Background: an optimization exercise with open tools, aiming at small area. Do not read the settings as production practice. Function was checked by simulation only, so behaviour that the tests miss may differ from the original. Power is estimated from default activity; no workload was simulated.

--- flow/design.v ---
module ds18b20_ctrl(input clk, input rst_n, input [5:0] P, input trig, input dq_in,
                    output dq_out, output dq_oe, output [16:0] L, output SG,
                    output [16:0] A, output chg);
localparam S_IDLE=4'd0, S_RST=4'd1, S_PRES=4'd2, S_WR=4'd3, S_WAIT=4'd4, S_WAIT_B=4'd12,
           S_RST2=4'd5, S_PRES2=4'd6, S_WR2=4'd7, S_RD=4'd8;
localparam [15:0] CC44 = 16'b0100010011001100;
localparam [15:0] CCBE = 16'b1011111011001100;
reg [3:0] st;
reg [8:0] cu;            
reg [3:0] bn;            
reg       sf;            
wire tick   = P[5] & P[4] & ~P[3] & ~P[1] & ~P[0];               
wire is_rd  = st[3] & ~st[2];
wire is_wr  = st[1] & st[0];
wire is_rp  = st[1] ^ st[0];
wire is_pr  = st[1] & ~st[0];
wire is_wt  = st[2] & ~st[1] & ~st[0];                  
wire is_id  = ~st[3] & ~st[2] & ~st[1] & ~st[0];
wire c499 = &cu[8:4] & cu[1] & cu[0];                
wire c74  = cu[6] & cu[3] & cu[1];                   
wire c64  = cu[6];                                   
wire end_slot = (is_wr & c74) | (is_rd & c64);
wire end_cu = is_id | ((is_rp | is_wt) & c499) | end_slot;
wire adv = end_cu & (~(is_wr | is_rd) | (bn == 4'd15));
always @(posedge clk or negedge rst_n) begin
    if (!rst_n) begin
        st <= S_IDLE; bn <= 4'd0;
    end else if (tick) begin
        if (is_pr & c499 & ~sf)   st <= S_IDLE;
        else if (is_rd & adv)     st <= S_IDLE;
        else if (adv & is_wt)     st <= st[3] ? S_RST2 : S_WAIT_B;
        else if (adv)             st <= st + 4'd1;
        if (end_slot) bn <= bn + 4'd1;
    end
end
always @(posedge clk)
    if (tick) cu <= end_cu ? 9'd0 : cu + 9'd1;
always @(posedge clk)
    if (tick & ~cu[8] & ~cu[7] & ~cu[5] & ~cu[4] & ~cu[3] & ~cu[0]) sf <= ~dq_in;    
wire lo1 = (cu[6:1] == 6'd0);                        
wire hi  = cu[6] | (&cu[5:0]);                       
wire cbit = st[2] ? CCBE[bn] : CC44[bn];
assign dq_oe  = (is_rp & ~st[1]) | is_wt |
                (is_wr & ~hi & (lo1 | ~cbit)) |
                (is_rd & (cu[6:2] == 5'd0) & ~(cu[1] & cu[0]));
assign dq_out = is_wt;
wire last = is_rd & (bn == 4'd15);
temp_conv u_conv (.clk(clk), .rst_n(rst_n), .dq_in(dq_in), .trig(trig),
  .shift(tick & is_rd & (cu[5:0] == 6'd14) & ~(bn[3] & (bn[2] | (bn[1] & bn[0])) & ~(&bn))),
  .clr(last & ~(cu[6] | cu[5] | cu[4])), .cnt(last & (cu[6] | cu[5] | cu[4])),
  .up_l(last & cu[6] & ~P[5] & ~P[3] & ~P[2] & ~P[0]),       
  .up_s(last & (&cu[5:0]) & ~P[4] & ~P[3] & ~P[1] & ~P[0]),    
  .L(L), .SG(SG), .A(A), .chg(chg));
endmodule
module temp_conv(input clk, input rst_n, input dq_in, input trig, input shift, input clr,
                 input cnt, input up_l, input up_s,
                 output reg [16:0] L, output reg SG, output [16:0] A, output reg chg);
reg [11:0] D;            
reg [18:0] acc;          
assign A = acc[18:2];
wire cen = cnt & (|D[10:0]);
wire [10:0] tg;                        
assign tg[0] = 1'b1;
genvar gi;
generate for (gi = 1; gi < 11; gi = gi + 1) begin : g_tg
    assign tg[gi] = tg[gi-1] & (D[gi-1] ^ ~D[11]);
end endgenerate
always @(posedge clk) begin
    if (shift)
        D <= {dq_in, D[11:1]};
    else if (cen)
        D[10:0] <= D[10:0] ^ tg;
end
function [4:0] inc10;                  
    input [3:0] d;
    inc10 = {d[3] & d[0], d[3] ? ~d[0] : &d[2:0], d[2] ^ (d[1] & d[0]), (d[1] ^ d[0]) & ~d[3], ~d[0]};
endfunction
wire [1:0] fr = {acc[1] ^ acc[0], ~acc[0]};
wire       fc = &acc[1:0];
wire [4:0] a0 = {1'b0, acc[5:2]} + (fc ? 5'd7 : 5'd6);
wire       c0 = (a0 >= 5'd10);
wire [3:0] n0 = c0 ? a0[3:0] - 4'd10 : a0[3:0];
wire [4:0] s1 = inc10(acc[9:6]);
wire [4:0] s2 = inc10(acc[13:10]);
wire [4:0] s3 = inc10(acc[17:14]);
wire       c1 = c0 & s1[4];
wire       c2 = c1 & s2[4];
wire       c3 = c2 & s3[4];
wire [3:0] n1 = c0 ? s1[3:0] : acc[9:6];
wire [3:0] n2 = c1 ? s2[3:0] : acc[13:10];
wire [3:0] n3 = c2 ? s3[3:0] : acc[17:14];
wire       n4 = acc[18] ^ c3;
always @(posedge clk) begin
    if (clr)       acc <= 19'd0;
    else if (cen)  acc <= {n4, n3, n2, n1, n0, fr};
    else if (up_l) acc[18:2] <= L;
end
always @(posedge clk or negedge rst_n) begin
    if (!rst_n) begin
        L <= 17'd0; SG <= 1'b0;
    end else begin
        if (up_l) L  <= acc[18:2];
        if (up_s) SG <= D[11];
    end
end
always @(posedge clk)
    if (up_l) chg <= 1'b1;
    else if (trig) chg <= 1'b0;
endmodule
module seg_driver(input clk, input rst_n, input rot, input recent, input [16:0] L, input SG,
                  output [5:0] dig_sel, output [7:0] dig_seg);
reg [2:0] J;             
always @(posedge clk or negedge rst_n) begin
    if (!rst_n)   J <= 3'b000;
    else if (rot) J <= {J[1:0], ~J[2]};
end
assign dig_sel = {~(~J[2] & ~J[0]), ~(~J[1] & J[0]), ~(~J[2] & J[1]),
                  ~(J[2] & J[0]), ~(J[1] & ~J[0]), ~(J[2] & ~J[1])};
wire [2:0] Q = recent ? {~J[0], J[2:1]} : J;    
reg [3:0] code;
always @(*) begin
    casez (Q)
        3'b0?0: code = L[3:0];
        3'b?01: code = L[7:4];
        3'b01?: code = L[11:8];
        3'b1?1: code = L[15:12];
        3'b?10: code = {3'b000, L[16]};
        default: code = SG ? 4'd10 : 4'd11;
    endcase
end
reg [6:0] seg;
always @(*) begin
    case (code)
        4'd0: seg = 7'b1000000;
        4'd1: seg = 7'b1111001;
        4'd2: seg = 7'b0100100;
        4'd3: seg = 7'b0110000;
        4'd4: seg = 7'b0011001;
        4'd5: seg = 7'b0010010;
        4'd6: seg = 7'b0000010;
        4'd7: seg = 7'b1111000;
        4'd8: seg = 7'b0000000;
        4'd9: seg = 7'b0010000;
        4'd10: seg = 7'b0111111;
        default: seg = 7'b1111111;
    endcase
end
assign dig_seg = {~(~Q[2] & Q[1]), seg};
endmodule
module uart_tx(input clk, input rst_n, input [16:0] L, input SG, input [16:0] A, input chg,
               output trig, output tx);
reg [5:0] slot;           
reg [3:0] ub;             
reg [8:0] cb;             
reg       ssg;            
wire [16:0] V = chg ? A : L;      
wire ub10     = (ub == 4'd10);
wire lastslot = &slot;
wire cb_end   = ub10 ? (lastslot ? (&cb[6:0])                                              
                                 : (cb[7] & cb[6] & cb[5] & cb[4] & cb[2] & cb[1] & cb[0]))   
                     : (~cb[8] & cb[6] & cb[5] & cb[4] & cb[3] & cb[1] & cb[0]);             
assign trig = cb_end & ub10 & lastslot;     
always @(posedge clk)
    if (trig) ssg <= SG;
reg [5:0] nslot;
always @(*) begin
    casez (slot)
        6'b0?0100: nslot = ssg ? 6'd5 : (V[16] ? 6'd6 : 6'd7);
        6'b0?0101: nslot = V[16] ? 6'd6 : 6'd7;
        6'b0?1011: nslot = 6'd53 + ssg + V[16];
        default:   nslot = slot + 6'd1;
    endcase
end
always @(posedge clk or negedge rst_n) begin
    if (!rst_n) begin
        slot <= 6'd42; ub <= 4'd10; cb <= 9'd251;         
    end else if (cb_end) begin
        cb <= 9'd43;
        if (ub10) begin ub <= 4'd0; slot <= nslot; end
        else ub <= ub + 4'd1;
    end else cb <= {cb[7:0], cb[8] ^ cb[3]};
end
reg [7:0] byte_;
always @(*) begin
    case (slot[3:0])
        4'd0: byte_ = 8'h74;
        4'd1: byte_ = 8'h65;
        4'd2: byte_ = 8'h6D;
        4'd3: byte_ = 8'h70;
        4'd4: byte_ = 8'h3A;
        4'd5: byte_ = 8'h2D;
        4'd6: byte_ = 8'h31;
        4'd7: byte_ = {4'h3, V[15:12]};
        4'd8: byte_ = {4'h3, V[11:8]};
        4'd9: byte_ = 8'h2E;
        4'd10: byte_ = {4'h3, V[7:4]};
        default: byte_ = {4'h3, V[3:0]};
    endcase
end
wire [10:0] frame = {1'b1, ~^byte_, byte_, 1'b0};
assign tx = slot[5] | frame[ub];
endmodule
module ds18b20_top(
   input              sys_clk  ,
   input              sys_rst_n,
   output     [5:0]   dig_sel  ,
   output     [7:0]   dig_seg  ,
   output             tx       ,
   input              dq_in    ,
   output             dq_out   ,
   output             dq_oe
);
wire [5:0]  P;
wire        rot, recent, trig;
wire [16:0] L;
wire        SG;
wire [16:0] A;
wire        chg;
timebase u_tb (.clk(sys_clk), .rst_n(sys_rst_n), .P(P), .rot(rot), .recent(recent));
ds18b20_ctrl u_ctrl (.clk(sys_clk), .rst_n(sys_rst_n), .P(P), .trig(trig), .dq_in(dq_in),
                     .dq_out(dq_out), .dq_oe(dq_oe), .L(L), .SG(SG), .A(A), .chg(chg));
seg_driver u_seg (.clk(sys_clk), .rst_n(sys_rst_n), .rot(rot), .recent(recent), .L(L), .SG(SG),
                  .dig_sel(dig_sel), .dig_seg(dig_seg));
uart_tx u_uart (.clk(sys_clk), .rst_n(sys_rst_n), .L(L), .SG(SG), .A(A), .chg(chg),
                .trig(trig), .tx(tx));
endmodule
module timebase(input clk, input rst_n, output reg [5:0] P, output rot, output recent);
reg [4:0] K;
wire p_end = ~P[4] & ~P[3] & ~P[2] & P[0];               
wire k18   = ~K[4] & ~K[1] & K[0];                       
wire k19   = ~K[2] & K[1] & ~K[0];                       
assign rot    = p_end & k18;                             
assign recent = k19 & ~P[5] & P[3] & P[2] & P[1] & P[0];    
always @(posedge clk or negedge rst_n) begin
    if (!rst_n) begin
        P <= 6'd15; K <= 5'd21;
    end else begin
        P <= p_end ? 6'd15 : {P[4:0], P[5] ^ P[0]};
        if (p_end) K <= k19 ? 5'd11 : {K[3:0], K[4] ^ K[1]};
    end
end
endmodule
--- flow/flow/run.sh ---
#!/bin/bash
# Layout flow: the standard flow (standard.sh) with three changes that only make
# the layout smaller:
#  - synthesis maps the logic with an area-oriented ABC script (my_synth.tcl, area.abc);
#  - ports are buffered with the smallest buffer, sky130_fd_sc_hd__buf_1;
#  - clock tree synthesis inserts no dummy loads.
set -euo pipefail
W=$PWD
export MY_WORK=$W
export MY_ABC_SCRIPT=$W/flow/area.abc
export CTS_ARGS="-sink_clustering_enable -repair_clock_nets -buf_list sky130_fd_sc_hd__clkbuf_8 -dont_use_dummy_load"
export BUFFER_PORTS_ARGS="-buffer_cell sky130_fd_sc_hd__buf_1"
sed "s#SYNTH_SCRIPT=[^ ]*#SYNTH_SCRIPT=$W/flow/my_synth.tcl#" standard.sh > my_standard.sh
bash my_standard.sh > flow.log 2>&1
--- flow/flow/area.abc ---
strash
&get -n
&fraig -x
&put
scorr
dc2
strash
&get -n
&syn4
&deepsyn -T 60
&put
dch -f
amap -m -F 4 -A 8
--- flow/flow/my_synth.tcl ---
# The standard flow's synthesis script, unchanged, with its final technology mapping done by an
# area-oriented ABC script (flow/area.abc) instead of ORFS's speed script. ABC only
# remaps the combinational logic, so the registers are those of the standard synthesis.
proc abc {args} {
  set i [lsearch -exact $args -script]
  if {$i >= 0} { lset args [expr {$i + 1}] $::env(MY_ABC_SCRIPT) }
  yosys abc {*}$args
}
source $::env(MY_WORK)/synth_recipe.tcl
--- flow/standard.sh ---
#!/bin/bash
# synth_recipe.tcl (not shown) runs the flow's synth.tcl, then flattens the netlist and writes it again
# the make line also repeats each setting of config.mk as NAME=value (left out here)
make -C /OpenROAD-flow-scripts/flow DESIGN_CONFIG=/design/flow/config.mk WORK_HOME=/design/flow/orfs CLKGATE_MAP_FILE= SYNTH_SCRIPT=/design/flow/synth_recipe.tcl "${@:-finish}"
--- flow/config.mk ---
export PLATFORM = sky130hd
export DESIGN_NAME = ds18b20_top
export DESIGN_NICKNAME = ds18b20_top
export VERILOG_FILES = /design/flow/design.v
export SDC_FILE = /design/flow/constraint.sdc
export NUM_CORES = 4
export LEC_CHECK = 0
export CAP_MARGIN = 20
export CORE_MARGIN = 2
export CORE_UTILIZATION = 70
export CTS_BUF_LIST = sky130_fd_sc_hd__clkbuf_8
export SLEW_MARGIN = 20
--- flow/constraint.sdc ---
create_clock -name core_clock -period 130.0 [get_ports {sys_clk}]
set_input_delay 26.0000 -clock core_clock [delete_from_list [all_inputs] [get_ports {sys_clk}]]
set_output_delay 26.0000 -clock core_clock [all_outputs]
set_load 0.01 [all_outputs]
==> qor.csv, run 1 <==
stage;metric;value;unit
cts;cts.sink_count;102;
detailed_routing;drtPass1Iterations;5;
run;max-cap-violations;0;
grt;grtUsageMet2;0.570;
synthesis;yosysUniqueCellTypes;45;
grt;top_usage_layer;met2;
grt;global_route.usage.total;0.327;
critical_path;critPathMaxFanout;10;
synthesis;synth-seq-area-share;0.452;
critical_path;critical-path-top-delay-family;simple AND/OR/NAND/NOR gates;
floorplanning;placeableCoreArea;0.00809;sq mm
synthesis;synth_enable_flop_cells;23;
synthesis;syn_avg_cell_area;8.51;sq um
detailed_routing;drcViolationCount;0;
place;dp.cells;796;
cts;cts_made_buffers;9;
critical_path;timing.critical_path.mode_cell;nor2_1;
synthesis;netlist_area_before_placement;0.00574;sq mm
grt;grtUsageMet3;0.0471;
timing;hold_slack;0.372;ns
synthesis;synthesis.instances;674;
power;cellPowerDensity;8.02;mW/mm^2
detailed_routing;route.antenna.remaining_nets;0;
cts;clkTransAtPathRegs;0.09;ns
timing;slew-limit-headroom;0.393;
power;total_power_draw;0.0487;mW
floorplanning;die_area;0.00894;sq mm
cts;cts_htree_levels;3;
floorplanning;initial_core_util;0.709;
timing;totalNegativeSetupSlack;0;ns
detailed_routing;routed_wire_length_per_instance;17.3;um
critical_path;buffer_and_inverter_count_on_the_worst_path;3;
detailed_routing;initialDrtViolationCount;439;
power;pwr-share-clk;0.324;
cts;clk_latency;0.36;ns
detailed_routing;finalWirelength;13900;um
synthesis;synth.net_count;706;
critical_path;critPathKind;reg -> out;
cts;tritoncts;built;
grt;number_of_global_route_vias_before_repair;4925;
critical_path;critPathArrivalTime;4.03;ns
timing;fmax;33.3;MHz
finish;final_layout_size_suffix_gt1_frac;0.0457;
timing;finalSetupViolations;0;
finish;flow.area_growth_from_synthesis;5.78;%
critical_path;highest_delay_cell_along_the_critical_path;dfstp_2;
finish;layout.cells.non_filler;805;
floorplanning;chipHeight;94.5;um
synthesis;yosys_most_used_dff;dfrtp_1;
critical_path;worst_ep_required_time;104.00;ns
finish;fill_count;600;
finish;nets;734;
place;hpwl;10500;um
place;io_buffer_count;19;
power;combPwrFrac;0.008;
detailed_routing;vias_per_cell;6.43;
grt;number_of_antenna_violations_at_the_first_check_in_global_routing;0;
cts;cts_resized;0;
grt;grt_pass1_wl;23000;um
timing;period_minus_slack;30.03;ns
critical_path;critical_path_start_type;register;
worst_hold_path;holdCritPathClass;reg -> reg;
critical_path;crit_path_cell_trace;clkinv_1 > nor2_1 > nand2_1 > o21ai_0 > or2_0 > nor2_1 > a221o_1 > a21oi_1 > nor2_1 > a21oi_1 > clkinv_1 > o221ai_1 > xor2_1 > nor4_1 > or4b_1 > buf_1;
power;sw_frac_of_total;0.203;
critical_path;worstSetupEndpointType;primary output;
grt;grt_overflow;0;
critical_path;max_stage_delay;0.63;ns
power;sequentialPowerShare;0.668;
run_status;outcome;complete, no violations;
synthesis;yosys_register_bits;102;
timing;worst_margin_slew;0.902;ns
grt;globalRouteMet1Util;0.411;
synthesis;yosys_warnings;5;
finish;area.sequential;0.00259;sq mm
synthesis;synthTopCellsByArea;dfrtp_1, edfxtp_1, dfstp_2;
cts;cts.repair_timing.setup_buffer_count;0;
cts;cts_hold_buf;0;
cts;cts-root-to-sink-buffers;2;
cts;ctsRootBufferMaster;clkbuf_8;
floorplanning;num_rows;33;
timing;final-max-slew-violation-count;0;
timing;fin_skew;0.0267;ns
grt;grt_start_max_net_pins;60;
detailed_routing;route.vias.total;5178;
synthesis;synth_largest_area_cell;dfrtp_1;
floorplanning;die_width;94.5;um
timing;rsz0062_at_grt;no;
power;power_switching;0.00988;mW
synthesis;postSynth.asyncResetShare;0.578;
place;routabilityCongestion;1.03;
power;leakagePower;2.24;nW
synthesis;yosysTopAreaCellShare;0.174;
power;p_int;0.0388;mW
timing;fin_crit_sh;0.231;
finish;multi_input_area;0.00263;sq mm
timing;hold_viol_final;0;
floorplanning;io_pins;20;
power;worst_ir_drop_vdd;0.00000573;V
finish;finish.utilization;0.750;
finish;antennaDiodeCount;0;
[worst register-to-register path, stage by stage, from the launching register on]
cell      delay [ns]
dfxtp_1         0.34
ha_1            0.20
ha_1            0.19
clkinv_1        0.05
ha_1            0.16
clkinv_1        0.08
o22ai_1         0.24
clkinv_1        0.16
ha_1            0.23
clkinv_1        0.06
a21oi_1         0.03
o21ai_0         0.29
nand2_1         0.19
nor3_1          0.68
nand3_1         0.25
nor3_1          0.40
nor3_1          0.08
a221o_1         0.27
[registers in the layout (all words and copies together) (netlist names), 4 cells and up]
signal             flops
u_ctrl.u_conv.acc     19
u_ctrl.u_conv.L       17
u_ctrl.u_conv.D       12
u_ctrl.cu              9
u_uart.cb              9
u_tb.P                 6
u_uart.slot            6
u_tb.K                 5
u_ctrl.bn              4
u_ctrl.st              4
u_uart.ub              4
[cell usage after synthesis (2+ instances only)]
| master | n |
|---|---|
| clkinv_1 | 132 |
| nor2_1 | 83 |
| o21ai_0 | 57 |
| nand2_1 | 41 |
| dfrtp_1 | 40 |
| o22ai_1 | 39 |
| a21oi_1 | 30 |
| ha_1 | 29 |
| edfxtp_1 | 23 |
| dfxtp_1 | 20 |
| dfstp_2 | 19 |
| nor3_1 | 19 |
| nand3_1 | 16 |
| a22oi_1 | 11 |
| nor4_1 | 10 |
| o221ai_1 | 10 |
| a221oi_1 | 9 |
| a31oi_1 | 9 |
| a222oi_1 | 8 |
| or2_0 | 8 |
| o211ai_1 | 7 |
| o32ai_1 | 6 |
| buf_1 | 5 |
| o21a_1 | 5 |
| a32oi_1 | 4 |
| a211oi_1 | 3 |
| nand4_1 | 3 |
| nor2b_1 | 3 |
| o311ai_0 | 3 |
| or3_1 | 3 |
| a221o_1 | 2 |
| a311oi_1 | 2 |
| a41oi_1 | 2 |
| xor2_1 | 2 |
[cells by family after synthesis]
| group | Yosys count | synth area share |
|---|---|---|
| adder cells (fa/ha/maj) | 29 | 0.0633 |
| AND/OR/NAND/NOR | 191 | 0.148 |
| XOR/XNOR | 2 | 0.00305 |
| buffers and inverters | 137 | 0.0896 |
| AO/OA/AOI/OAI | 213 | 0.244 |
| flip-flops | 102 | 0.452 |
[power groups by stage]
stage          Clock (mW)  Sequential [mW]  Combinational, mW
6_report           0.0157           0.0325           0.000407
5_1_grt            0.0170           0.0325           0.000487
4_1_cts            0.0159           0.0325           0.000432
3_5_place_dp            0           0.0332           0.000433
3_3_place_gp            0           0.0332           0.000417
2_1_floorplan           0           0.0332         0.00000629
[layout by cell type, fill, tap and decap left out, types with 8 or more instances in the layout]
master	n
a22oi_1	11
or2_0	8
edfxtp_1	23
clkinv_1	132
dfstp_2	19
o22ai_1	39
o221ai_1	10
a221oi_1	9
a222oi_1	8
clkbuf_8	9
nand3_1	16
dfxtp_1	20
buf_1	18
ha_1	29
nand2_1	41
o21ai_0	57
nor2_1	83
a21oi_1	30
nor3_1	19
a31oi_1	9
nor4_1	10
dfrtp_1	40
[final cells by class]
type | count | share of cell area
inverters | 132 | 0.0816
repair buffers | 22 | 0.0157
flip-flops and latches | 102 | 0.427
multi-input cells | 435 | 0.434
clock buffers | 9 | 0.0204
well taps | 105 | 0.0216
[path summary, 6_finish.rpt]
kind,start,end,slack (ns),depth (start not counted)
worst min register to register,u_uart.cb[0],u_uart.cb[1],0.37,0
worst max register to register,u_ctrl.u_conv.acc[0],u_ctrl.u_conv.acc[18],125.98,17
worst min-delay path,u_uart.cb[0],u_uart.cb[1],0.37,0
min in group asynchronous,sys_rst_n,u_ctrl.u_conv.L[16],25.79,2
max in group asynchronous,sys_rst_n,u_seg.J[0],103.69,2
worst max-delay path,u_uart.slot[3],tx,99.97,16
[per-stage QoR]
stage	setup slack (ns)	area (sq um)
CTS	100.02	6070
detailed placement	100.41	5940
finish	99.97	6070
global route	99.57	6070
floorplan	100.90	5740
global placement	100.52	5940
[metal layers]
metal  part of all wire  up-vias
li1                   -     2487
met1               0.40     2447
met2               0.51      210
met3              0.057       34
met4              0.028        0
met5                  0        -
==> run 2, diff against run 1 <==
--- a/flow/design.v
+++ b/flow/design.v
@@ -7,5 +7,5 @@
 localparam [15:0] CCBE = 16'b1011111011001100;
 reg [3:0] st;
-reg [8:0] cu;            
+reg [6:0] cu;            
 reg [3:0] bn;            
 reg       sf;            
@@ -17,9 +17,12 @@
 wire is_wt  = st[2] & ~st[1] & ~st[0];                  
 wire is_id  = ~st[3] & ~st[2] & ~st[1] & ~st[0];
-wire c499 = &cu[8:4] & cu[1] & cu[0];                
+wire c124 = &cu[6:2];                                
 wire c74  = cu[6] & cu[3] & cu[1];                   
 wire c64  = cu[6];                                   
+wire is_lg  = is_rp | is_wt;                         
+wire end_q  = is_lg & c124;                          
+wire end_lg = end_q & bn[3] & bn[2];                 
 wire end_slot = (is_wr & c74) | (is_rd & c64);
-wire end_cu = is_id | ((is_rp | is_wt) & c499) | end_slot;
+wire end_cu = is_id | end_lg | end_slot;
 wire adv = end_cu & (~(is_wr | is_rd) | (bn == 4'd15));
 always @(posedge clk or negedge rst_n) begin
@@ -27,15 +30,15 @@
         st <= S_IDLE; bn <= 4'd0;
     end else if (tick) begin
-        if (is_pr & c499 & ~sf)   st <= S_IDLE;
+        if (is_pr & end_lg & ~sf) st <= S_IDLE;
         else if (is_rd & adv)     st <= S_IDLE;
         else if (adv & is_wt)     st <= st[3] ? S_RST2 : S_WAIT_B;
         else if (adv)             st <= st + 4'd1;
-        if (end_slot) bn <= bn + 4'd1;
+        if (end_slot | end_q) bn <= bn + {1'b0, end_q, 1'b0, end_slot};
     end
 end
 always @(posedge clk)
-    if (tick) cu <= end_cu ? 9'd0 : cu + 9'd1;
-always @(posedge clk)
-    if (tick & ~cu[8] & ~cu[7] & ~cu[5] & ~cu[4] & ~cu[3] & ~cu[0]) sf <= ~dq_in;    
+    if (tick) cu <= (end_cu | end_q) ? 7'd0 : cu + 7'd1;
+always @(posedge clk)
+    if (tick & ~bn[3] & ~bn[2] & ~cu[5] & ~cu[4] & ~cu[3] & ~cu[0]) sf <= ~dq_in;    
 wire lo1 = (cu[6:1] == 6'd0);                        
 wire hi  = cu[6] | (&cu[5:0]);                       
==> run 2 against run 1 <==
Net effect: non-clock buffer count up 1; area after synthesis down 1.2%; sequential share of layout area down 0.62 points; clock-buffer cell count unchanged; design area down 0.89%; wire length down 2.2%; die area down 1.1%; largest cell class unchanged; largest power group unchanged.
==> qor.csv, run 2 <==
stage;metric;value;unit;change
place;routabilityCongestion;0.986;;-4.4%
detailed_routing;finalWirelength;13600;um;-2.2%
timing;rsz0062_at_grt;no;;
cts;cts_htree_levels;3;;unchanged
detailed_routing;route.antenna.remaining_nets;0;;unchanged
timing;final-max-slew-violation-count;0;;unchanged
grt;grt_pass1_wl;22300;um;-2.9%
detailed_routing;drtPass1Iterations;5;;unchanged
grt;number_of_antenna_violations_at_the_first_check_in_global_routing;0;;unchanged
cts;clkTransAtPathRegs;0.09;ns;about the same
finish;antennaDiodeCount;0;;unchanged
place;dpl_cell_area;0.00588;sq mm;-1.0%
timing;hold_viol_final;0;;unchanged
power;p_int;0.0381;mW;-1.8%
critical_path;critPathArrivalTime;4.20;ns;+0.17 ns
cts;cts.repair_timing.setup_buffer_count;0;;unchanged
timing;period_minus_slack;30.20;ns;+0.171 ns
critical_path;max_stage_delay;0.91;ns;+0.28 ns
detailed_routing;initialDrtViolationCount;508;;+16%
synthesis;synth.net_count;697;;-1.3%
synthesis;synth-seq-area-share;0.447;;-0.00511
detailed_routing;route.vias.total;5190;;+0.23%
power;total_power_draw;0.0480;mW;-1.4%
detailed_routing;vias_per_cell;6.54;;+1.7%
power;cellPowerDensity;7.98;mW/mm^2;-0.51%
cts;ctsRootBufferMaster;clkbuf_8;;
finish;multi_input_area;0.00264;sq mm;+0.24%
synthesis;synthTopCellsByArea;dfrtp_1, edfxtp_1, dfstp_2;;
finish;layout.cells.non_filler;793;;-1.5%
floorplanning;placeableCoreArea;0.00777;sq mm;-4.0%
synthesis;yosysTopAreaCellShare;0.177;;+0.00212
power;pwr-share-clk;0.328;;+0.004
finish;flow.area_growth_from_synthesis;6.11;%;
finish;layout_commonest_cell;clkinv_1;;
worst_hold_path;holdCritPathClass;reg -> reg;;
finish;top_regs;u_ctrl.u_conv.acc: 19 flops, u_ctrl.u_conv.L: 17 flops, u_ctrl.u_conv.D: 12 flops;;
finish;finish.utilization;0.774;;+0.0245
critical_path;critPathMaxFanout;6;;-4
timing;worst_margin_slew;1.04;ns;+0.139 ns
timing;final_critical_path_setup_slack;99.80;ns;-0.171 ns
floorplanning;die_width;94.0;um;-0.58%
place;place_worst_setup_slack;100.24;ns;-0.176 ns
finish;largest_register;u_ctrl.u_conv.acc;;
cts;cts.sink_count;100;;-2.0%
synthesis;netlist_area_before_placement;0.00567;sq mm;-1.2%
timing;fmax;33.1;MHz;-0.57%
synthesis;syn_avg_cell_area;8.54;sq um;+0.29%
timing;finalSetupViolations;0;;unchanged
finish;fill_count;561;;-6.5%
floorplanning;chipHeight;94.0;um;-0.58%
critical_path;highest_delay_cell_along_the_critical_path;a2111oi_0;;
detailed_routing;drcViolationCount;0;;unchanged
finish;area.sequential;0.00253;sq mm;-2.3%
place;io_buffer_count;19;;unchanged
cts;cts_hold_buf;0;;unchanged
floorplanning;io_pins;20;;unchanged
run;max-cap-violations;0;;unchanged
finish;nets;726;;-1.1%
timing;fin_skew;0.0298;ns;+0.00314 ns
floorplanning;num_rows;32;;-3.0%
floorplanning;initial_core_util;0.730;;+0.0208
synthesis;yosysUniqueCellTypes;47;;+4.4%
power;sequentialPowerShare;0.663;;-0.005
critical_path;critPathKind;reg -> out;;
finish;final_layout_size_suffix_gt1_frac;0.0507;;+0.00494
synthesis;post-synth-top-count-cell;clkinv_1;;
cts;clk_latency;0.38;ns;+0.02 ns
synthesis;synthesis.instances;664;;-1.5%
cts;cts-root-to-sink-buffers;2;;unchanged
timing;slew-limit-headroom;0.288;;-0.105
synthesis;yosys_warnings;5;;unchanged
detailed_routing;detailroute.wirelength.met3;962;um;+22%
finish;flip_flop_count_of_the_largest_register_all_copies_and_words_added;19;;unchanged
power;power_switching;0.00990;mW;+0.28%
synthesis;synth_largest_area_cell;dfrtp_1;;
grt;global_route.usage.total;0.321;;-0.00633
detailed_routing;dr_wl_met2;6820;um;-4.0%
synthesis;synth_enable_flop_cells;21;;-8.7%
synthesis;postSynth.asyncResetShare;0.590;;+0.0116
power;leakagePower;2.32;nW;+3.5%
synthesis;yosys_most_used_dff;dfrtp_1;;
power;combPwrFrac;0.009;;about the same
finish;post_route_cell_area;0.00601;sq mm;-0.89%
detailed_routing;top_layer_used;met4;;
power;sw_frac_of_total;0.206;;+0.00345
critical_path;worst_ep_required_time;104.00;ns;about the same
synthesis;yosys_register_bits;100;;-2.0%
synthesis;leading_post_synthesis_cells_by_instance_count;clkinv_1, nor2_1, o21ai_0;;
floorplanning;die_area;0.00883;sq mm;-1.1%
timing;totalNegativeSetupSlack;0;ns;unchanged
timing;fin_crit_sh;0.232;;+0.00131
finish;final_cell_mix;clkinv_1, nor2_1, o21ai_0, dfrtp_1, o22ai_1;;
timing;hold_slack;0.352;ns;-0.0199 ns
cts;tritoncts;built;;
power;worst_ir_drop_vdd;0.00000648;V;+13%
critical_path;crit_path_cell_trace;clkinv_1 > ha_1 > o21ai_0 > o21ai_0 > nand2b_1 > or2_0 > nor2_1 > a2111oi_0 > a21oi_1 > a31oi_1 > xnor2_1 > xor2_1 > or4_1 > nand2b_1 > buf_1;;
grt;grt_start_max_net_pins;60;;unchanged
critical_path;worstSetupEndpointType;primary output;;
place;dp.cells;784;;-1.5%
grt;number_of_global_route_vias_before_repair;4799;;-2.6%
cts;cts_made_buffers;9;;unchanged
run_status;outcome;complete, no violations;;
grt;grt_overflow;0;;unchanged
place;hpwl;10100;um;-3.7%
critical_path;critical_path_start_type;register;;
detailed_routing;detail_route.wirelength.met1;5420;um;-3.5%
cts;cts_resized;0;;unchanged
detailed_routing;routed_wire_length_per_instance;17.1;um;-0.75%
-- run 2: cell count changes in the layout (fill, tap and decap cells not counted), sizes merged, moves of 3 or more --
| cell | before | now |
|---|---|---|
| o22a | 1 | 6 |
| and3 | 0 | 3 |
| a32oi | 4 | 0 |
| or2 | 8 | 5 |
| nand2 | 41 | 36 |
| nor2 | 83 | 92 |
| o21ai | 57 | 48 |
| o221ai | 10 | 18 |
| o211ai | 7 | 4 |
| a222oi | 8 | 13 |
| a22oi | 11 | 6 |
| a221oi | 9 | 5 |
-- run 2: final cells by class --
cell class,count,area share
inverters,131,0.0818
multi-input cells,428,0.439
clock buffers,9,0.0206
well taps,102,0.0212
repair buffers,23,0.0171
flip-flops and latches,100,0.421
-- run 2: critical path: cells and delay by family (launching register included) --
family                   cells  cell delay (ns)
buffers and inverters        2             0.27
AND/OR/NAND/NOR              5             0.96
AO/OA/AOI/OAI                5             1.64
XOR/XNOR                     2             0.27
flip-flops                   1             0.43
adder cells (fa/ha/maj)      1             0.28
-- run 2: layer usage --
| metal | global-route usage | up-vias |
|---|---|---|
| met3 | 0.0642 | 45 |
| li1 | - | 2468 |
| met2 | 0.561 | 249 |
| met4 | 0.111 | 0 |
| met5 | 0 | - |
| met1 | 0.395 | 2428 |
-- run 2: cell families after synthesis --
| group | after synthesis | share of synthesized area |
|---|---|---|
| AOI/OAI and AO/OA | 205 | 0.245 |
| and+or+nand+nor | 191 | 0.149 |
| xor gates and xnor gates | 2 | 0.00309 |
| adders and majority gates | 30 | 0.0662 |
| buffers and inverters | 136 | 0.0901 |
| DFF | 100 | 0.447 |
-- run 2: final timing paths --
| path | start | end | slack (ns) | cells past startpoint |
|---|---|---|---|---|
| worst max-delay path | u_uart.slot[0] | tx | 99.80 | 15 |
| worst min-delay path | u_uart.cb[4] | u_uart.cb[5] | 0.35 | 0 |
| worst max register to register | u_ctrl.st[1] | u_ctrl.u_conv.acc[8] | 125.34 | 12 |
| worst min register to register | u_uart.cb[4] | u_uart.cb[5] | 0.35 | 0 |
| max in group asynchronous | sys_rst_n | u_ctrl.u_conv.L[5] | 103.71 | 2 |
| min in group asynchronous | sys_rst_n | u_ctrl.u_conv.L[11] | 25.78 | 2 |
-- run 2: power groups by stage --
| stage | sequential (mW) | combinational (mW) | clock (mW) |
|---|---|---|---|
| final | 0.0318 | 0.000408 | 0.0158 |
| after global routing | 0.0318 | 0.000478 | 0.0168 |
| after CTS | 0.0318 | 0.000430 | 0.0158 |
| after detailed placement | 0.0325 | 0.000432 | 0 |
| after global placement | 0.0325 | 0.000421 | 0 |
| after floorplan | 0.0325 | 0.00000637 | 0 |
==> run 3, diff against run 2 <==
--- a/flow/design.v
+++ b/flow/design.v
@@ -2,5 +2,5 @@
                     output dq_out, output dq_oe, output [16:0] L, output SG,
                     output [16:0] A, output chg);
-localparam S_IDLE=4'd0, S_RST=4'd1, S_PRES=4'd2, S_WR=4'd3, S_WAIT=4'd4, S_WAIT_B=4'd12,
+localparam S_IDLE=4'd0, S_RST=4'd1, S_PRES=4'd2, S_WR=4'd3, S_WAIT=4'd4,
            S_RST2=4'd5, S_PRES2=4'd6, S_WR2=4'd7, S_RD=4'd8;
 localparam [15:0] CC44 = 16'b0100010011001100;
@@ -11,9 +11,9 @@
 reg       sf;            
 wire tick   = P[5] & P[4] & ~P[3] & ~P[1] & ~P[0];               
-wire is_rd  = st[3] & ~st[2];
+wire is_rd  = st[3];
 wire is_wr  = st[1] & st[0];
 wire is_rp  = st[1] ^ st[0];
 wire is_pr  = st[1] & ~st[0];
-wire is_wt  = st[2] & ~st[1] & ~st[0];                  
+wire is_wt  = st[2] & ~st[1] & ~st[0];
 wire is_id  = ~st[3] & ~st[2] & ~st[1] & ~st[0];
 wire c124 = &cu[6:2];                                
@@ -22,5 +22,5 @@
 wire is_lg  = is_rp | is_wt;                         
 wire end_q  = is_lg & c124;                          
-wire end_lg = end_q & bn[3] & bn[2];                 
+wire end_lg = end_q & bn[3] & bn[2] & (bn[1] | ~is_wt);    
 wire end_slot = (is_wr & c74) | (is_rd & c64);
 wire end_cu = is_id | end_lg | end_slot;
@@ -32,7 +32,6 @@
         if (is_pr & end_lg & ~sf) st <= S_IDLE;
         else if (is_rd & adv)     st <= S_IDLE;
-        else if (adv & is_wt)     st <= st[3] ? S_RST2 : S_WAIT_B;
         else if (adv)             st <= st + 4'd1;
-        if (end_slot | end_q) bn <= bn + {1'b0, end_q, 1'b0, end_slot};
+        if (end_slot | end_q) bn <= bn + {1'b0, end_q & ~is_wt, end_q & is_wt, end_slot};
     end
 end
==> run 3 against run 2 <==
Net effect: still clean; area after synthesis down 0.29%; utilization down 0.64 points; hold slack better by 0.016 ns; design area down 0.83%; global-route usage down 0.91 points; critical path type unchanged; critical endpoint unchanged; largest cell class unchanged.
==> qor.csv, run 3 <==
stage;metric;value;unit;change
timing;finalSetupViolations;0;;unchanged
critical_path;critical_path_depth;17;;+2
critical_path;crit_path_cell_trace;clkinv_1 > ha_1 > clkinv_1 > nand2_1 > nor2_1 > o21ai_0 > o21ai_0 > clkinv_1 > nor2_1 > a222oi_1 > nand2_1 > a222oi_1 > o21ai_0 > a2111oi_0 > o21ai_0 > or4b_1 > buf_1;;
detailed_routing;vias_per_cell;6.51;;-0.47%
detailed_routing;routed_wire_length_per_instance;16.5;um;-4.0%
synthesis;yosysUniqueCellTypes;42;;-11%
synthesis;synth_enable_flop_cells;21;;unchanged
worst_hold_path;end_point_of_the_most_critical_hold_path;u_uart.cb[1];;
timing;fin_crit_sh;0.232;;about the same
finish;flip_flop_count_of_the_largest_register_all_copies_and_words_added;19;;unchanged
critical_path;worst-r2r-setup-slack;125.97;ns;+0.63 ns
detailed_routing;route.antenna.remaining_nets;0;;unchanged
synthesis;yosys_register_bits;100;;unchanged
floorplanning;die_area;0.00881;sq mm;-0.28%
worst_hold_path;hold_path_depth;0;;unchanged
critical_path;critical_path.reg2reg.startpoint;u_ctrl.bn[1];;
synthesis;synthesis.instances;658;;-0.90%
floorplanning;io_pins;20;;unchanged
detailed_routing;drtPass1Iterations;5;;unchanged
detailed_routing;route.vias.total;5107;;-1.6%
power;total_power_draw;0.0476;mW;-0.86%
place;io_buffer_count;19;;unchanged
finish;fill_count;580;;+3.4%
synthesis;synthTopCellsByArea;dfrtp_1, edfxtp_1, dfstp_2;;
floorplanning;chipHeight;93.9;um;-0.14%
cts;tritoncts;built;;
timing;hold_slack;0.368;ns;+0.0159 ns
timing;totalNegativeSetupSlack;0;ns;unchanged
cts;clk_latency;0.36;ns;-0.02 ns
cts;ctsRootBufferMaster;clkbuf_8;;
run_status;outcome;complete, no violations;;
detailed_routing;finalWirelength;12900;um;-5.1%
finish;layout.cells.non_filler;784;;-1.1%
cts;cts-root-to-sink-buffers;2;;unchanged
synthesis;yosys_most_used_dff;dfrtp_1;;
timing;hold_viol_final;0;;unchanged
timing;fmax;33.1;MHz;about the same
synthesis;netlist_area_before_placement;0.00565;sq mm;-0.29%
synthesis;yosys_warnings;5;;unchanged
critical_path;highest_delay_cell_along_the_critical_path;a222oi_1;;
synthesis;postSynth.asyncResetShare;0.590;;unchanged
timing;final-max-slew-violation-count;0;;unchanged
cts;cts_htree_levels;3;;unchanged
critical_path;critical-path-top-delay-family;compound AO/OA/AOI/OAI gates;;
floorplanning;placeableCoreArea;0.00777;sq mm;unchanged
critical_path;rr_worst_depth;10;;-2
critical_path;critPathKind;reg -> out;;
finish;final_layout_size_suffix_gt1_frac;0.0440;;-0.00666
grt;global_route.usage.total;0.312;;-0.00912
critical_path;critical_path_start_type;register;;
place;dp.cells;775;;-1.1%
timing;fin_skew;0.0294;ns;-0.000450 ns
place;routabilityCongestion;1.11;;+13%
finish;top_regs;u_ctrl.u_conv.acc: 19 flops, u_ctrl.u_conv.L: 17 flops, u_ctrl.u_conv.D: 12 flops;;
power;cellPowerDensity;7.98;mW/mm^2;about the same
detailed_routing;drcViolationCount;0;;unchanged
synthesis;yosysTopAreaCellShare;0.177;;+0.000508
timing;period_minus_slack;30.17;ns;-0.0281 ns
timing;final_critical_path_setup_slack;99.83;ns;+0.0281 ns
critical_path;worstSetupEndpointType;primary output;;
timing;rsz0062_at_grt;no;;
cts;cts_resized;0;;unchanged
finish;layout_commonest_cell;clkinv_1;;
critical_path;timing.rr.end;u_ctrl.u_conv.acc[11];;
critical_path;timing.critical_path.mode_cell;o21ai_0;;
run;max-cap-violations;0;;unchanged
critical_path;worst_ep_required_time;104.00;ns;about the same
critical_path;max_stage_delay;0.60;ns;-0.31 ns
timing;slew-limit-headroom;0.319;;+0.0312
place;hpwl;9580;um;-5.0%
synthesis;synth-seq-area-share;0.448;;+0.00129
synthesis;synth_largest_area_cell;dfrtp_1;;
floorplanning;initial_core_util;0.728;;-0.00209
finish;flow.area_growth_from_synthesis;5.53;%;
finish;multi_input_area;0.00266;sq mm;+0.66%
finish;largest_register;u_ctrl.u_conv.acc;;
synthesis;post-synth-top-count-cell;clkinv_1;;
cts;cts.repair_timing.setup_buffer_count;0;;unchanged
grt;grt_overflow;0;;unchanged
grt;grt_start_max_net_pins;60;;unchanged
cts;cts_made_buffers;9;;unchanged
floorplanning;die_width;93.9;um;-0.14%
timing;worst_margin_slew;1.02;ns;-0.0236 ns
cts;cts.sink_count;100;;unchanged
finish;final_cell_mix;clkinv_1, nor2_1, nand2_1, o21ai_0, a21oi_1;;
detailed_routing;initialDrtViolationCount;450;;-11%
critical_path;critPathArrivalTime;4.17;ns;-0.03 ns
grt;number_of_global_route_vias_before_repair;4822;;+0.48%
worst_hold_path;timing.hold.worst.start;u_uart.cb[0];;
grt;number_of_antenna_violations_at_the_first_check_in_global_routing;0;;unchanged
worst_hold_path;holdCritPathClass;reg -> reg;;
cts;clkTransAtPathRegs;0.10;ns;about the same
floorplanning;num_rows;32;;unchanged
finish;nets;719;;-0.96%
power;leakagePower;2.28;nW;-1.5%
finish;antennaDiodeCount;0;;unchanged
place;place_worst_setup_slack;100.44;ns;+0.207 ns
synthesis;syn_avg_cell_area;8.59;sq um;+0.62%
power;worst_ir_drop_vdd;0.00000600;V;-7.4%
synthesis;synth.net_count;693;;-0.57%
cts;cts_hold_buf;0;;unchanged
finish;area.sequential;0.00253;sq mm;unchanged
critical_path;buffer_and_inverter_count_on_the_worst_path;4;;+2
grt;grt_pass1_wl;21900;um;-2.0%
critical_path;critPathMaxFanout;6;;unchanged
synthesis;leading_post_synthesis_cells_by_instance_count;clkinv_1, nor2_1, nand2_1;;
-- run 3: changes by cell type after synthesis, moves of 5 or more --
cell / change
a21oi_1: +14
clkinv_1: -12
nand2_1: +10
o22ai_1: -8
o22a_1: +7
nand3_1: -5
o221ai_1: -5
-- run 3: worst register-to-register path, cell delays in order (launching register included) --
cell and delay, ns:
dfrtp_1 0.41, clkinv_1 0.15, nor2_1 0.16, nand2_1 0.10, nor3_1 0.38, nand3_1 0.69, nor2_1 1.04, or2_0 0.34
nor2_1 0.14, a222oi_1 0.38, clkinv_1 0.11
-- run 3: area by class of cell --
type,count,area share
Multi-Input combinational cell,434,0.445
Sequential cell,100,0.424
Inverter,119,0.0749
Tap cell,102,0.0214
Clock buffer,9,0.0208
Timing Repair Buffer,20,0.0134
-- run 3: cells by family (layout without fill, tap and decap cells) --
kind of cell,count (synthesis),count (layout),share of synthesized area
flip-flops,100,100,0.448
adder cells (fa/ha/maj),32,32,0.0722
AND/OR/NAND/NOR,195,195,0.151
buffers and inverters,124,148,0.0824
AO/OA/AOI/OAI,207,207,0.247
-- run 3: worst max path at each step --
| stage | start | end |
|---|---|---|
| after detailed placement | u_uart.slot[2] | tx |
| after CTS | u_uart.slot[0] | tx |
| after floorplan | u_uart.slot[1] | tx |
| after global placement | u_uart.slot[2] | tx |
| after global routing | u_uart.slot[0] | tx |
| final | u_uart.slot[0] | tx |
-- run 3: layer usage --
layer / global-route usage / up-vias / part of all wire
met5: 0 / - / 0
met4: 0.101 / 0 / 0.032
met3: 0.0666 / 45 / 0.072
met2: 0.522 / 229 / 0.48
met1: 0.404 / 2393 / 0.42
li1: - / 2440 / -
-- run 3: power by group --
part	switching, mW	internal [mW]
clock	0.00913	0.00623
sequential	0	0.0318
combinational	0.000366	0.0000390
total	0.00950	0.0381
-- run 3: stage by stage --
stage	instance area (sq um)	utilization
after floorplan	5650	-
after global placement	5840	0.752
after detailed placement	5840	0.752
after CTS	5960	0.768
after global routing	5960	0.768
final	5960	0.768
==> run 4, diff against run 3 <==
--- a/flow/design.v
+++ b/flow/design.v
@@ -155,5 +155,4 @@
 reg [3:0] ub;             
 reg [8:0] cb;             
-reg       ssg;            
 wire [16:0] V = chg ? A : L;      
 wire ub10     = (ub == 4'd10);
@@ -163,12 +162,11 @@
                      : (~cb[8] & cb[6] & cb[5] & cb[4] & cb[3] & cb[1] & cb[0]);             
 assign trig = cb_end & ub10 & lastslot;     
-always @(posedge clk)
-    if (trig) ssg <= SG;
 reg [5:0] nslot;
 always @(*) begin
     casez (slot)
-        6'b0?0100: nslot = ssg ? 6'd5 : (V[16] ? 6'd6 : 6'd7);
-        6'b0?0101: nslot = V[16] ? 6'd6 : 6'd7;
-        6'b0?1011: nslot = 6'd53 + ssg + V[16];
+        6'b0?0100: nslot = slot[4] ? 6'd21 : (V[16] ? 6'd6 : 6'd7);
+        6'b0?0101: nslot = V[16] ? 6'd22 : 6'd23;
+        6'b0?1011: nslot = 6'd53 + slot[4] + V[16];
+        6'b111111: nslot = {1'b0, SG, 4'd0};         
         default:   nslot = slot + 6'd1;
     endcase
==> run 4 against run 3 <==
Net effect: worst setup slack improved by 0.021 ns; critical path depth decreased by 1; fmax about the same; critical path type unchanged; die area increased by 0.93%; first-iteration DRC count increased by 14%; clock skew decreased by 0.0042 ns; area after synthesis increased by 0.97%; largest power group unchanged; non-clock buffer count increased by 1; largest cell class unchanged; flip-flop and latch count decreased by 1.
==> qor.csv, run 4 <==
stage;metric;value;unit;change
synthesis;synthTopCellsByArea;dfrtp_1, edfxtp_1, dfstp_2;;
timing;fin_skew;0.0252;ns;-0.00417 ns
synthesis;synth_enable_flop_cells;20;;-4.8%
timing;fmax;33.2;MHz;about the same
synthesis;synth-seq-area-share;0.438;;-0.00958
place;hpwl;10600;um;+10%
synthesis;synth.net_count;718;;+3.6%
run;max-cap-violations;0;;unchanged
critical_path;critPathKind;reg -> out;;
critical_path;critPathArrivalTime;4.15;ns;-0.02 ns
grt;grt_start_max_net_pins;60;;unchanged
critical_path;critPathMaxFanout;6;;unchanged
timing;hold_viol_final;0;;unchanged
finish;top_regs;u_ctrl.u_conv.acc: 19 flops, u_ctrl.u_conv.L: 17 flops, u_ctrl.u_conv.D: 12 flops;;
finish;layout_commonest_cell;clkinv_1;;
finish;largest_register;u_ctrl.u_conv.acc;;
synthesis;synth-compound-area-share;0.246;;-0.00151
power;leakagePower;2.26;nW;-1.0%
place;io_buffer_count;19;;unchanged
power;sequentialPowerShare;0.658;;-0.011
detailed_routing;route.vias.total;5300;;+3.8%
cts;cts-root-to-sink-buffers;2;;unchanged
synthesis;yosysUniqueCellTypes;47;;+12%
finish;flow.area_growth_from_synthesis;5.61;%;about the same
floorplanning;placeableCoreArea;0.00781;sq mm;+0.52%
synthesis;combinational_family_with_the_most_area_after_synthesis;compound AO/OA/AOI/OAI gates;;
run_status;outcome;complete, no violations;;
synthesis;yosys_most_used_dff;dfrtp_1;;
finish;flip_flop_count_of_the_largest_register_all_copies_and_words_added;19;;unchanged
power;p_int;0.0378;mW;-0.89%
finish;multi_input_area;0.00270;sq mm;+1.8%
synthesis;netlist_area_before_placement;0.00571;sq mm;+0.97%
finish;final_layout_size_suffix_gt1_frac;0.0437;;-0.000265
timing;rsz0062_at_grt;no;;
synthesis;postSynth.asyncResetShare;0.596;;+0.00596
synthesis;post_synth_mux_area_share;0;;unchanged
synthesis;syn_avg_cell_area;8.34;sq um;-2.9%
critical_path;cp-startpoint;u_tb.K[1];;
floorplanning;num_rows;32;;unchanged
cts;tritoncts;built;;
timing;fin_crit_sh;0.232;;about the same
finish;final_cell_mix;clkinv_1, nor2_1, o21ai_0, nand2_1, dfrtp_1;;
worst_hold_path;holdCritPathClass;reg -> reg;;
power;pwr-share-clk;0.333;;+0.010
synthesis;leading_post_synthesis_cells_by_instance_count;clkinv_1, nor2_1, o21ai_0;;
detailed_routing;finalWirelength;14300;um;+11%
grt;grt_pass1_wl;23500;um;+7.3%
cts;cts_made_buffers;9;;unchanged
grt;global_route.usage.total;0.338;;+0.0267
synthesis;synth_largest_area_cell;dfrtp_1;;
floorplanning;die_area;0.00889;sq mm;+0.93%
power;combPwrFrac;0.009;;about the same
timing;period_minus_slack;30.15;ns;-0.0214 ns
critical_path;critical_path_start_type;register;;
timing;totalNegativeSetupSlack;0;ns;unchanged
synthesis;post-synth-top-count-cell;clkinv_1;;
floorplanning;initial_core_util;0.731;;+0.00332
cts;clkTransAtPathRegs;0.10;ns;about the same
detailed_routing;drtPass1Iterations;7;;+2
detailed_routing;routed_wire_length_per_instance;17.6;um;+7.2%
timing;slew-limit-headroom;0.360;;+0.0411
synthesis;synth-xor-area-share;0;;unchanged
critical_path;worstSetupEndpointType;primary output;;
floorplanning;io_pins;20;;unchanged
detailed_routing;initialDrtViolationCount;513;;+14%
cts;cts.sink_count;99;;-1.0%
finish;nets;745;;+3.6%
critical_path;worst_ep_required_time;104.00;ns;about the same
detailed_routing;drcViolationCount;0;;unchanged
synthesis;synth_adder_area_share;0.0693;;-0.00289
place;routabilityCongestion;0.960;;-14%
grt;grt_overflow;0;;unchanged
power;worst_ir_drop_vdd;0.00000844;V;+41%
power;sw_frac_of_total;0.210;;+0.0107
cts;cts_hold_buf;0;;unchanged
finish;fill_count;548;;-5.5%
power;power_switching;0.0101;mW;+5.8%
detailed_routing;vias_per_cell;6.54;;+0.32%
power;total_power_draw;0.0478;mW;+0.45%
synthesis;synthesis.instances;684;;+4.0%
synthesis;yosys_register_bits;99;;-1.0%
cts;cts_htree_levels;3;;unchanged
finish;antennaDiodeCount;0;;unchanged
timing;finalSetupViolations;0;;unchanged
synthesis;yosys_warnings;5;;unchanged
detailed_routing;route.antenna.remaining_nets;0;;unchanged
power;cellPowerDensity;7.93;mW/mm^2;-0.59%
grt;number_of_antenna_violations_at_the_first_check_in_global_routing;0;;unchanged
floorplanning;die_width;94.3;um;+0.46%
grt;number_of_global_route_vias_before_repair;4930;;+2.2%
critical_path;worst-r2r-setup-slack;125.59;ns;-0.38 ns
synthesis;synth-simple-area-share;0.159;;+0.00819
critical_path;critical_path.reg2reg.startpoint;u_ctrl.u_conv.acc[0];;
cts;cts.repair_timing.setup_buffer_count;0;;unchanged
timing;worst_margin_slew;0.948;ns;-0.0699 ns
floorplanning;chipHeight;94.3;um;+0.46%
timing;final-max-slew-violation-count;0;;unchanged
cts;cts_resized;0;;unchanged
synthesis;yosysTopAreaCellShare;0.175;;-0.00171
cts;ctsRootBufferMaster;clkbuf_8;;
worst_hold_path;timing.hold.worst.start;u_uart.cb[0];;
finish;area.sequential;0.00250;sq mm;-1.2%
cts;clk_latency;0.37;ns;about the same
run 4: cell count changes after synthesis, sizes merged, moves of 3 or more:
cell,delta
a21oi,-6
a221o,-3
a221oi,+4
a222oi,-10
a31oi,+5
clkinv,+10
nor3,+11
o211ai,+7
o21ai,+8
o221a,+3
o22a,-10
o22ai,+4
o311a,-3
run 4: power by group through the flow:
| stage | clock network, mW | registers [mW] | logic, mW |
|---|---|---|---|
| 6_report | 0.0159 | 0.0315 | 0.000408 |
| 5_1_grt | 0.0169 | 0.0315 | 0.000484 |
| 4_1_cts | 0.0159 | 0.0315 | 0.000425 |
| 3_5_place_dp | 0 | 0.0321 | 0.000430 |
| 3_3_place_gp | 0 | 0.0321 | 0.000413 |
| 2_1_floorplan | 0 | 0.0321 | 0.00000633 |
run 4: path summary, 6_finish.rpt:
check	to	cells past startpoint
min in group asynchronous	u_uart.cb[2]	2
max in group asynchronous	u_ctrl.u_conv.L[1]	2
hold / removal	u_uart.cb[1]	0
hold reg to reg	u_uart.cb[1]	0
setup reg to reg	u_ctrl.u_conv.acc[16]	19
setup / recovery	dig_seg[4]	16
run 4: worst max-delay path, stage by stage, from the launching register on:
cell and delay [ns]:
dfrtp_1 0.33, clkinv_1 0.15, nor3_1 0.36, nand2_1 0.22, o21ai_0 0.30, clkinv_1 0.18
nand2_1 0.12, nor3_1 0.07, clkinv_1 0.09, nand2_1 0.09, o311ai_0 0.79, clkinv_1 0.31
ha_1 0.28, clkinv_1 0.06, a221oi_1 0.07, a31oi_1 0.20, buf_1 0.17
run 4: kinds of logic after synthesis:
| logic type | Yosys count |
|---|---|
| buf+inv | 134 |
| flops | 99 |
| compound gates | 213 |
| fa+ha+maj | 31 |
| simple gates | 207 |
run 4: layout make-up:
class	count	share of cell area
timing repair buffer	21	0.0145
sequential	99	0.415
inverter	129	0.0803
tap	102	0.0212
clock buffer	9	0.0206
multi-input combinational	451	0.448
run 4: metal layers:
| layer | GRT usage | part of all wire | vias up |
|---|---|---|---|
| li1 | - | - | 2518 |
| met1 | 0.468 | 0.43 | 2491 |
| met2 | 0.565 | 0.48 | 270 |
| met3 | 0.0490 | 0.084 | 21 |
| met4 | 0.0833 | 0.012 | 0 |
| met5 | 0 | 0 | - |
run 4: stage by stage:
stage / area [sq um] / instances / util / hold WS [ns] / worst slack [ns]
after floorplan: 5710 / 684 / - / 0.423 / 100.91
after global placement: 5900 / 802 / 0.756 / 0.361 / 100.62
after detailed placement: 5900 / 802 / 0.756 / 0.359 / 100.35
after CTS: 6030 / 811 / 0.772 / 0.375 / 99.95
after global routing: 6030 / 811 / 0.772 / 0.381 / 99.47
final: 6030 / 811 / 0.772 / 0.377 / 99.85

==> port drivers added, routing unchanged <==
No port has a modelled driver above. Below, the same layouts with a new extraction and two added sets of constraints. Step 1, drivers: a clkbuf_16 drives sys_clk and a buf_2 each remaining input, both assumed. Step 2 times the ports against the registers' clock, not the clock port: input delays grow and output delays shrink by t, the midpoint of the rising clock arrivals with the driver on. Three values: ideal ports, drivers, drivers and shift; two values: the first two.
run	shift t [ns]	slack for setup (ns)	worst setup path at the end	clock arrival spread, ns
run 1	0.383	99.972 / 99.939 / 100.321	register to output	0.028 / 0.027
run 2	0.392	99.801 / 99.772 / 100.164	register to output	0.030 / 0.030
run 3	0.382	99.829 / 99.797 / 100.179	register to output	0.030 / 0.030
run 4	0.394	99.851 / 99.814 / 100.207	register to output	0.025 / 0.025
After both steps setup and hold are still met in every run listed.
